Source: an optimization exercise on an open RTL-to-GDS flow (aim: small area, a short achievable clock period and few clock cycles per item). Production flows keep margins and buffers that such runs may drop.
Where RTL was checked, it was by simulation tests only, not by an equivalence proof against the original.
Power figures rest on the tool's default switching activity, not on a simulated workload.

## MedianFilter
module MedianFilter(
    input reset,
    input enable,
    input CLK,
    input Nxt_block_sig,
    input [7:0]height,
    input [7:0]width,
    input [8:0]data,
    output [8:0]data_out,
    output [15:0]index,
    output [7:0]addr_x0,
    output [7:0]addr_y0,
    output [7:0]gdata,
    output Gvector_sig,
    output reg swmv
    );
For scale: about 160 flip-flops, roughly 80 I/O pins, ~11000 um2 of cells after synthesis.
export LEC_CHECK = 0
export CAP_MARGIN = 20
export CORE_MARGIN = 2
export CORE_UTILIZATION = 40
export PLACE_DENSITY = 0.6
export SLEW_MARGIN = 20
create_clock -name core_clock -period 11.0 [get_ports {CLK}]
standard.sh (not shown) runs the stock make flow with config.mk's settings and CLKGATE_MAP_FILE= SYNTH_SCRIPT=/design/flow/synth_recipe.tcl, a recipe that flattens the netlist after the stock synthesis.
==> flow/flow/run.sh <==
#!/bin/bash
set -euo pipefail
bash standard.sh "BUFFER_PORTS_ARGS=-buffer_cell sky130_fd_sc_hd__buf_4" SETUP_SLACK_MARGIN=7.7 finish > standard_flow.log 2>&1
The first run ran to the end with no violations.
Edit:
==> flow/flow/run.sh (replaced) <==
#!/bin/bash
set -euo pipefail
bash standard.sh "BUFFER_PORTS_ARGS=-buffer_cell sky130_fd_sc_hd__buf_4" SETUP_SLACK_MARGIN=7.4 finish > standard_flow.log 2>&1
Power falls by 2.6%.
Worst hold slack is better by 0.0091 ns.
Global-route usage rises by 0.31 points.
Via count barely changes.
Clock-buffer cell count stays the same.
Synthesized area is unchanged.
Wire length falls by 1.1%.
Final area falls by 2.7%.
Utilization falls by 1.3 points.
Function was not checked in any run of this note: the RTL went through the layout flow alone.

alpha:
Another version of the RTL of MedianFilter (not shown whole).
For scale: roughly 1200 cells after synthesis, about 140 flip-flops, about 80 I/O pins.
Settings: LEC_CHECK=0, CAP_MARGIN=20, CORE_MARGIN=2, CORE_UTILIZATION=40, PLACE_DENSITY=0.6, SLEW_MARGIN=20; clock period 11.0 ns.
==> flow/flow/run.sh <==
#!/bin/bash
set -euo pipefail
bash standard.sh "BUFFER_PORTS_ARGS=-buffer_cell sky130_fd_sc_hd__buf_4" SETUP_SLACK_MARGIN=7.4 CORE_UTILIZATION=60 PLACE_DENSITY=0.7 CTS_CLUSTER_SIZE=40 CTS_CLUSTER_DIAMETER=100 finish > standard_flow.log 2>&1
alpha finished every step from synthesis to the final layout, and the layout passed the timing, DRC and antenna checks.
Modified inputs, beta compared to alpha
==> flow/flow/run.sh <==
#!/bin/bash
set -euo pipefail
bash standard.sh "BUFFER_PORTS_ARGS=-buffer_cell sky130_fd_sc_hd__buf_4" SETUP_SLACK_MARGIN=7.4  finish > standard_flow.log 2>&1
--- outcome ---
- The total detailed-routing wirelength was comparable across alpha and beta.
- Per the comparison of beta with alpha, cell area higher, via count lower.
- Final setup slack of the worst path (beta over alpha): decrease, 0.012 ns
- Compared with alpha, post-placement cell count in beta increased by a little under 10%.
- Min post-detailed-placement cell area across alpha and beta: alpha
No functional check of the RTL was part of any run of this note.

job 6015:
Another version of the RTL of MedianFilter (not shown whole).
Size in the first run: about 1,200 cells after synthesis, about 10,000 um2 of cells after synthesis.
## MedianFilter
module MedianFilter(
    input reset,
    input enable,
    input CLK,
    input Nxt_block_sig,
    input [7:0]height,
    input [7:0]width,
    input [8:0]data,
    output [8:0]data_out,
    output [15:0]index,
    output [7:0]addr_x0,
    output [7:0]addr_y0,
    output [7:0]gdata,
    output Gvector_sig,
    output reg swmv
    );
localparam IDLE = 2'd0, PEND = 2'd1, NUL = 2'd2, PRES = 2'd3;
localparam MA = 2'd0, MQ = 2'd1, MP = 2'd2, MX = 2'd3;
localparam SUR = 4'd0, SU = 4'd1, SD = 4'd2, SUL = 4'd3, SDL = 4'd4, SDR = 4'd5,
           SPF1 = 4'd6, SPF2 = 4'd7, SFIN = 4'd8;
reg [1:0]  st;
reg        Gv;
reg        gvo;         
reg [1:0]  md;
reg [1:0]  pc;          
reg [3:0]  nsq;         
reg [7:0]  ox, oy;      
reg        xf, xl, yf, yl;    
reg        xla, yla, w1;      
reg [15:0] na;
reg [15:0] ix;
reg [7:0]  gd;
reg [8:0]  dreg;        
reg [8:0]  xb;          
reg        dv;          
reg        t1, td;      
reg        eu;          
reg        needu;       
reg [7:0]  s0, s1, s2, s3;
reg [3:0]  m;
reg [7:0]  blo;         
reg        bneg, bcin;  
assign index       = ix;
assign addr_x0     = ox;
assign addr_y0     = oy;
assign gdata       = gd;
assign data_out    = {1'b0, gd};
assign Gvector_sig = gvo;
function [8:0] add8;
  input [7:0] a, b;
  input       c;
  reg [7:0] g, p, gg, pp, g2, p2;
  reg [8:0] cc;
  integer i;
  begin
    g = a & b; p = a ^ b;
    gg = g; pp = p;
    for (i = 1; i < 8; i = i + 1) begin g2[i] = gg[i] | (pp[i] & gg[i-1]); p2[i] = pp[i] & pp[i-1]; end
    g2[0] = gg[0]; p2[0] = pp[0]; gg = g2; pp = p2;
    for (i = 2; i < 8; i = i + 1) begin g2[i] = gg[i] | (pp[i] & gg[i-2]); p2[i] = pp[i] & pp[i-2]; end
    gg = g2; pp = p2;
    for (i = 4; i < 8; i = i + 1) begin g2[i] = gg[i] | (pp[i] & gg[i-4]); p2[i] = pp[i] & pp[i-4]; end
    gg = g2; pp = p2;
    cc[0] = c;
    for (i = 0; i < 8; i = i + 1) cc[i+1] = gg[i] | (pp[i] & c);
    add8 = {cc[8], p ^ cc[7:0]};
  end
endfunction
function [7:0] inc8;
  input [7:0] a;
  integer i;
  reg [7:0] c;
  begin
    c[0] = 1'b1;
    for (i = 1; i < 8; i = i + 1) c[i] = &(a | ~((8'd1 << i) - 8'd1));
    inc8 = a ^ c;
  end
endfunction
function [7:0] dec8;
  input [7:0] a;
  integer i;
  reg [7:0] c;
  begin
    c[0] = 1'b1;
    for (i = 1; i < 8; i = i + 1) c[i] = ~|(a & ((8'd1 << i) - 8'd1));
    dec8 = a ^ c;
  end
endfunction
wire [7:0] oxi = inc8(ox);
wire [7:0] oyi = inc8(oy);
  ...
clock: 11.0 ns
lec_check: 0
cap_margin: 20
core_margin: 2
core_utilization: 60
cts_cluster_diameter: 100
cts_cluster_size: 40
place_density: 0.7
slew_margin: 20
synth_hierarchical: 1
synth_minimum_keep_size: 0
==> flow/flow/run.sh <==
#!/bin/bash
set -euo pipefail
bash standard.sh "BUFFER_PORTS_ARGS=-buffer_cell sky130_fd_sc_hd__buf_4" SETUP_SLACK_MARGIN=7.8 finish > standard_flow.log 2>&1
Testbench counts of job 6015, summed over its fixed seeds: cycles 13,213, blocks 5,411.
--- input diff job 6015..job 8526 ---
- CTS_BUF_LIST newly set to sky130_fd_sc_hd__clkbuf_8
==> flow/flow/run.sh <==
#!/bin/bash
set -euo pipefail
bash standard.sh "BUFFER_PORTS_ARGS=-buffer_cell sky130_fd_sc_hd__buf_2" SETUP_SLACK_MARGIN=7.6 finish > standard_flow.log 2>&1
Notes after the runs:
Every run in the comparison, job 8526 and job 6015, completed the flow with a clean layout. Against job 6015, job 8526 comes in 0.66 points higher on final period utilization. Area of all placed cells without fillers (job 8526 over job 6015): decrease, 8.6%. Of job 8526 and job 6015, it is job 8526 that has the lower synthesis-to-layout area growth.
Changes in job 4062 relative to job 8526:
- setting TNS_END_PERCENT to 5 for the first time
==> flow/flow/run.sh <==
#!/bin/bash
set -euo pipefail
bash standard.sh "BUFFER_PORTS_ARGS=-buffer_cell sky130_fd_sc_hd__buf_2" SETUP_SLACK_MARGIN=7.7 finish > standard_flow.log 2>&1
Findings:
- Post-route minimum period: job 8526 vs job 4062 — no meaningful difference
- No run among job 4062 and job 8526 stopped early or left any final violation; all are clean.
- Delta (job 4062 minus job 8526): number of instances in the placed design comparable, HPWL after detailed placement comparable.
- Job 4062 vs job 8526, combined area of the multi-input logic cells went down by 0.66%.
- Higher worst slew slack as a fraction of its limit goes to job 4062 over job 8526.
What job 7179 does differently from job 4062 at the input level:
- changing PLACE_DENSITY from 0.7 to 0.85
- removing TNS_END_PERCENT (formerly 5)
- changing CORE_UTILIZATION from 60 to 75
==> flow/flow/run.sh <==
#!/bin/bash
set -euo pipefail
bash standard.sh "BUFFER_PORTS_ARGS=-buffer_cell sky130_fd_sc_hd__buf_2" SETUP_SLACK_MARGIN=7.4 finish > standard_flow.log 2>&1
Results
Row number of filler instances in the final layout: job 7179 lower / job 4062 higher. Job 7179 against job 4062: proportion of final cell area spent on non-clock buffers now sits lower, hold violation count in the final report now sits at about the same level.

port drivers added, routing unchanged:
In the flow no input, the clock included, has a driving cell. The finished layouts below were timed again as built, in two steps.
Step 1 assumes that a clkbuf_16 drives the clock port and a buf_2 every other input.
Step 2 moves the port delays by t, midway between the first and last clock arrival at a register: inputs arrive t later, outputs are due t later. That takes back most of the time a late clock gives input paths.
Slacks: ideal ports / drivers / drivers and shift; pairs: ideal ports / drivers.
run | t (ns) | setup slack, ns | hold slack, ns | worst data-port slew with drivers (ns)
the first run of note 1 | 0.475 | 7.178 / 7.144 / 6.670 | 0.427 / 0.427 / 0.427 | 0.08
the second run of note 1 | 0.473 | 7.193 / 7.149 / 6.676 | 0.436 / 0.436 / 0.436 | 0.08
alpha | 0.474 | 7.361 / 7.352 / 6.878 | 0.519 / 0.519 / 0.519 | 0.06
beta | 0.470 | 7.349 / 7.358 / 6.888 | 0.508 / 0.508 / 0.508 | 0.06
job 6015 | 0.475 | 7.650 / 7.602 / 7.317 | 0.506 / 0.506 / 0.506 | 0.07
job 8526 | 0.497 | 7.577 / 7.535 / 7.171 | 0.501 / 0.501 / 0.501 | 0.05
job 4062 | 0.490 | 7.575 / 7.533 / 7.119 | 0.489 / 0.489 / 0.489 | 0.04
job 7179 | 0.500 | 7.481 / 7.490 / 6.990 | 0.510 / 0.510 / 0.510 | 0.05
After both steps every run listed still meets setup and hold. For the second run of note 1, which loses most, drivers alone change the setup slack by -0.044 ns; drivers and shift together by -0.517 ns.
